Source: an optimization exercise on an open RTL-to-GDS flow (aim: small area and a short achievable clock period). Production flows keep margins and buffers that such runs may drop. RTL that was checked went through simulation tests only; none was proved equivalent to the original. Power is estimated from default activity; no workload was simulated.

## run A
## axis_hdr_insert_top
module axis_hdr_insert_top (
	input          clk,
	input          rst_n,
	input          valid_in,
	input  [127:0] data_in,
	input  [15:0]  keep_in,
	input          last_in,
	output         ready_in,
	output         valid_out,
	output [127:0] data_out,
	output [15:0]  keep_out,
	output         last_out,
	input          ready_out,
	input          valid_insert,
	input  [127:0] data_insert,
	input  [15:0]  keep_insert,
	input  [3:0]   byte_insert_cnt,
	output         ready_insert
);
For scale: about 2200 cells after synthesis, roughly 460 flip-flops, ~450 I/O pins.
==> flow/config.mk <==
export PLATFORM = sky130hd
export DESIGN_NAME = axis_hdr_insert_top
export DESIGN_NICKNAME = axis_hdr_insert_top
export VERILOG_FILES = /design/flow/design.v
export SDC_FILE = /design/flow/constraint.sdc
export NUM_CORES = 4
export LEC_CHECK = 0
export CAP_MARGIN = 20
export CORE_MARGIN = 2
export CORE_UTILIZATION = 40
export SETUP_SLACK_MARGIN = 4.3
export SLEW_MARGIN = 20
==> flow/constraint.sdc <==
create_clock -name core_clock -period 7.0 [get_ports {clk}]
set_input_delay 1.4000 -clock core_clock [delete_from_list [all_inputs] [get_ports {clk}]]
set_output_delay 1.4000 -clock core_clock [all_outputs]
set_load 0.01 [all_outputs]
standard.sh (not shown) runs the stock make flow with config.mk's settings and CLKGATE_MAP_FILE= SYNTH_SCRIPT=/design/flow/synth_recipe.tcl, a recipe that flattens the netlist after the stock synthesis.
==> flow/flow/run.sh <==
#!/bin/bash
# Standard ORFS layout (the standard.sh), except that the port buffers that
# global placement inserts on every input and output use a plain buffer cell.
set -euo pipefail
bash standard.sh "BUFFER_PORTS_ARGS=-buffer_cell sky130_fd_sc_hd__buf_2" finish > standard.log 2>&1
Input changes introduced in run D (baseline for comparison: run A):
--- a/flow/design.v
+++ b/flow/design.v
@@ -61,36 +61,37 @@
 	output 							last_out,
 	input 							ready_out,
 	input 							valid_insert,
 	input 	[DATA_WD-1 : 0] 		data_insert,
 	input 	[DATA_BYTE_WD-1 : 0] 	keep_insert,
 	input	[BYTE_CNT_WD-1 : 0]		byte_insert_cnt,
 	output 							ready_insert
 );
 localparam NB = DATA_BYTE_WD;           
 localparam SW = $clog2(NB + 1);         
-reg				r_ready_insert;
+reg				r_busy;          
 reg				r_in_active1;
 reg				r_in_active2;
 reg				r_valid_out;
 reg				r_last_out;
 reg	[2:0]		r_cnt;           
+reg				r_rot8;          
 reg	[NB-1:0]	r_thdr;          
 reg	[DATA_WD-1:0]		r_data;
 reg	[DATA_WD-1:0]		r_data1;
 reg	[NB-1:0]	r_keep;
 reg	[NB-1:0]	r_keep1;
 reg	[DATA_WD-1:0]		r_data_out;
 reg	[NB-1:0]	r_keep_out;
-wire w_insert_active = valid_insert & r_ready_insert;
-wire w_load         = r_ready_insert ? valid_insert : valid_in;
-wire w_in_active    = valid_in & ~r_ready_insert;
+wire w_insert_active = valid_insert & ~r_busy;
+wire w_load         = r_busy ? valid_in : valid_insert;
+wire w_in_active    = valid_in & r_busy;
 wire w_hold         = ~w_load;
 wire [NB-1:0] w_s0 = keep_insert;
 wire w_c0_h = w_s0[0] | w_s0[1];
 wire w_c0_l = w_s0[0] & w_s0[1];
 wire w_c1_h = w_s0[2] | w_s0[3];
 wire w_c1_l = w_s0[2] & w_s0[3];
 wire w_c2_h = w_c0_h | w_c1_h;
 wire w_c2_l = w_c0_h & w_c1_h;
 wire w_c3_h = w_c0_l | w_c1_l;
 wire w_c3_l = w_c0_l & w_c1_l;
@@ -208,66 +209,68 @@
 wire w_c59_l = w_c54_h & w_c45_l;
 wire w_c60_h = w_c54_l | w_c46_h;
 wire w_c60_l = w_c54_l & w_c46_h;
 wire w_c61_h = w_c55_h | w_c46_l;
 wire w_c61_l = w_c55_h & w_c46_l;
 wire w_c62_h = w_c55_l | w_c42_l;
 wire w_c62_l = w_c55_l & w_c42_l;
 wire [NB-1:0] w_srt = {w_c51_l, w_c62_l, w_c62_h, w_c61_l, w_c61_h, w_c60_l, w_c60_h, w_c59_l, w_c59_h, w_c58_l, w_c58_h, w_c57_l, w_c57_h, w_c56_l, w_c56_h, w_c38_h};
 wire w_flag         = r_in_active1 & ~r_in_active2;
 wire w_out_en       = w_flag | r_valid_out;
-assign ready_insert = r_ready_insert;
-assign ready_in     = ~r_ready_insert;
+assign ready_insert = ~r_busy;
+assign ready_in     = r_busy;
 assign valid_out    = r_valid_out;
 assign last_out     = r_last_out;
 assign data_out     = r_data_out;
 assign keep_out     = r_keep_out;
 always @(posedge clk or negedge rst_n) begin
 	if (!rst_n) begin
-		r_ready_insert <= 1'b1;
+		r_busy         <= 1'b0;
 		r_in_active1   <= 1'b0;
 		r_in_active2   <= 1'b0;
 		r_valid_out    <= 1'b0;
 		r_last_out     <= 1'b0;
 	end else begin
 		if (w_insert_active)
-			r_ready_insert <= 1'b0;
+			r_busy <= 1'b1;
 		else if (last_in)
-			r_ready_insert <= 1'b1;
+			r_busy <= 1'b0;
 		r_in_active1 <= w_in_active;
 		r_in_active2 <= r_in_active1;
 		if (w_flag)
 			r_valid_out <= 1'b1;
 		else if (r_last_out)
 			r_valid_out <= 1'b0;
 		r_last_out <= r_valid_out & (r_cnt == 3'd4);
 	end
 end
 always @(posedge clk) begin
 	if (w_flag)
 		r_cnt <= 3'd0;
 	else
 		r_cnt <= r_cnt + 3'd1;
-	if (w_insert_active)
+	if (w_insert_active) begin
 		r_thdr <= w_srt;
+		r_rot8 <= w_srt[7] & ~w_srt[15];
+	end
 	r_data <= ({DATA_WD{w_insert_active}} & data_insert) |
 	          ({DATA_WD{w_in_active}} & data_in) |
 	          ({DATA_WD{w_hold}} & r_data);
 	r_keep <= ({NB{w_insert_active}} & keep_insert) |
 	          ({NB{w_in_active}} & keep_in) |
 	          ({NB{w_hold}} & r_keep);
 	r_data1 <= r_data;
 	r_keep1 <= r_keep;
 end
 wire [NB:1] w_t = r_thdr;        
 wire [3:0]  w_rot;               
-assign w_rot[3] = w_t[8] & ~w_t[16];
+assign w_rot[3] = r_rot8;
 assign w_rot[2] = (w_t[4] & ~w_t[8]) | (w_t[12] & ~w_t[16]);
 assign w_rot[1] = (w_t[2] & ~w_t[4]) | (w_t[6] & ~w_t[8]) | (w_t[10] & ~w_t[12]) | (w_t[14] & ~w_t[16]);
 assign w_rot[0] = (w_t[1] & ~w_t[2]) | (w_t[3] & ~w_t[4]) | (w_t[5] & ~w_t[6]) | (w_t[7] & ~w_t[8]) |
                   (w_t[9] & ~w_t[10]) | (w_t[11] & ~w_t[12]) | (w_t[13] & ~w_t[14]) | (w_t[15] & ~w_t[16]);
 reg [DATA_WD-1:0] w_mix, w_r8, w_r4, w_r2, w_shift;
 reg [NB-1:0]      w_kmix, w_k8, w_k4, w_k2, w_kshift;
 integer j;
 always @* begin
 	for (j = 0; j < NB; j = j + 1) begin
 		w_mix[8*j +: 8] = w_t[j+1] ? r_data1[8*j +: 8] : r_data[8*j +: 8];
### Flow results
- Part of the total power dissipated in the clock network in run D is 0.9 points higher than in run A
- In the flow results for run D and run A, the fraction of final layout cells sized beyond drive strength 1 is smaller on run A.
- From run A to run D the numbers moved as follows: sequential share of layout area was more or less identical; power went up by 4.4%; largest clock skew in the final design went down by 0.011 ns.
- Run A → run D: share of synthesized cell area in and, or, nand and nor gates lower; synthesized area flat; combinational group share of total power increased by 0.8 points relative to the old numbers.
Function not checked in run D: the RTL went through the layout flow alone.

afterwards: timing with drivers on the ports:
In the flow no input, the clock included, has a driving cell. The finished layouts below were timed again as built, in two steps.
Step 1 assumes that a clkbuf_16 drives the clock port and a buf_2 every other input.
Step 2 times the ports against the registers' clock, not the clock port: input delays grow and output delays shrink by t, the midpoint of the rising clock arrivals with the driver on.
Slacks: ideal / step 1 / step 2; pairs: ideal / step 1.
run	t (ns)	setup slack, ns	cell pins on the clock port's net
run A	0.653	4.232 / 4.197 / 3.846	1
run D	0.642	4.319 / 4.299 / 3.820	1
After both steps setup and hold are still met in every run listed. The setup slack of run D, which loses most, moves by -0.020 ns with the drivers and by -0.499 ns with both steps.
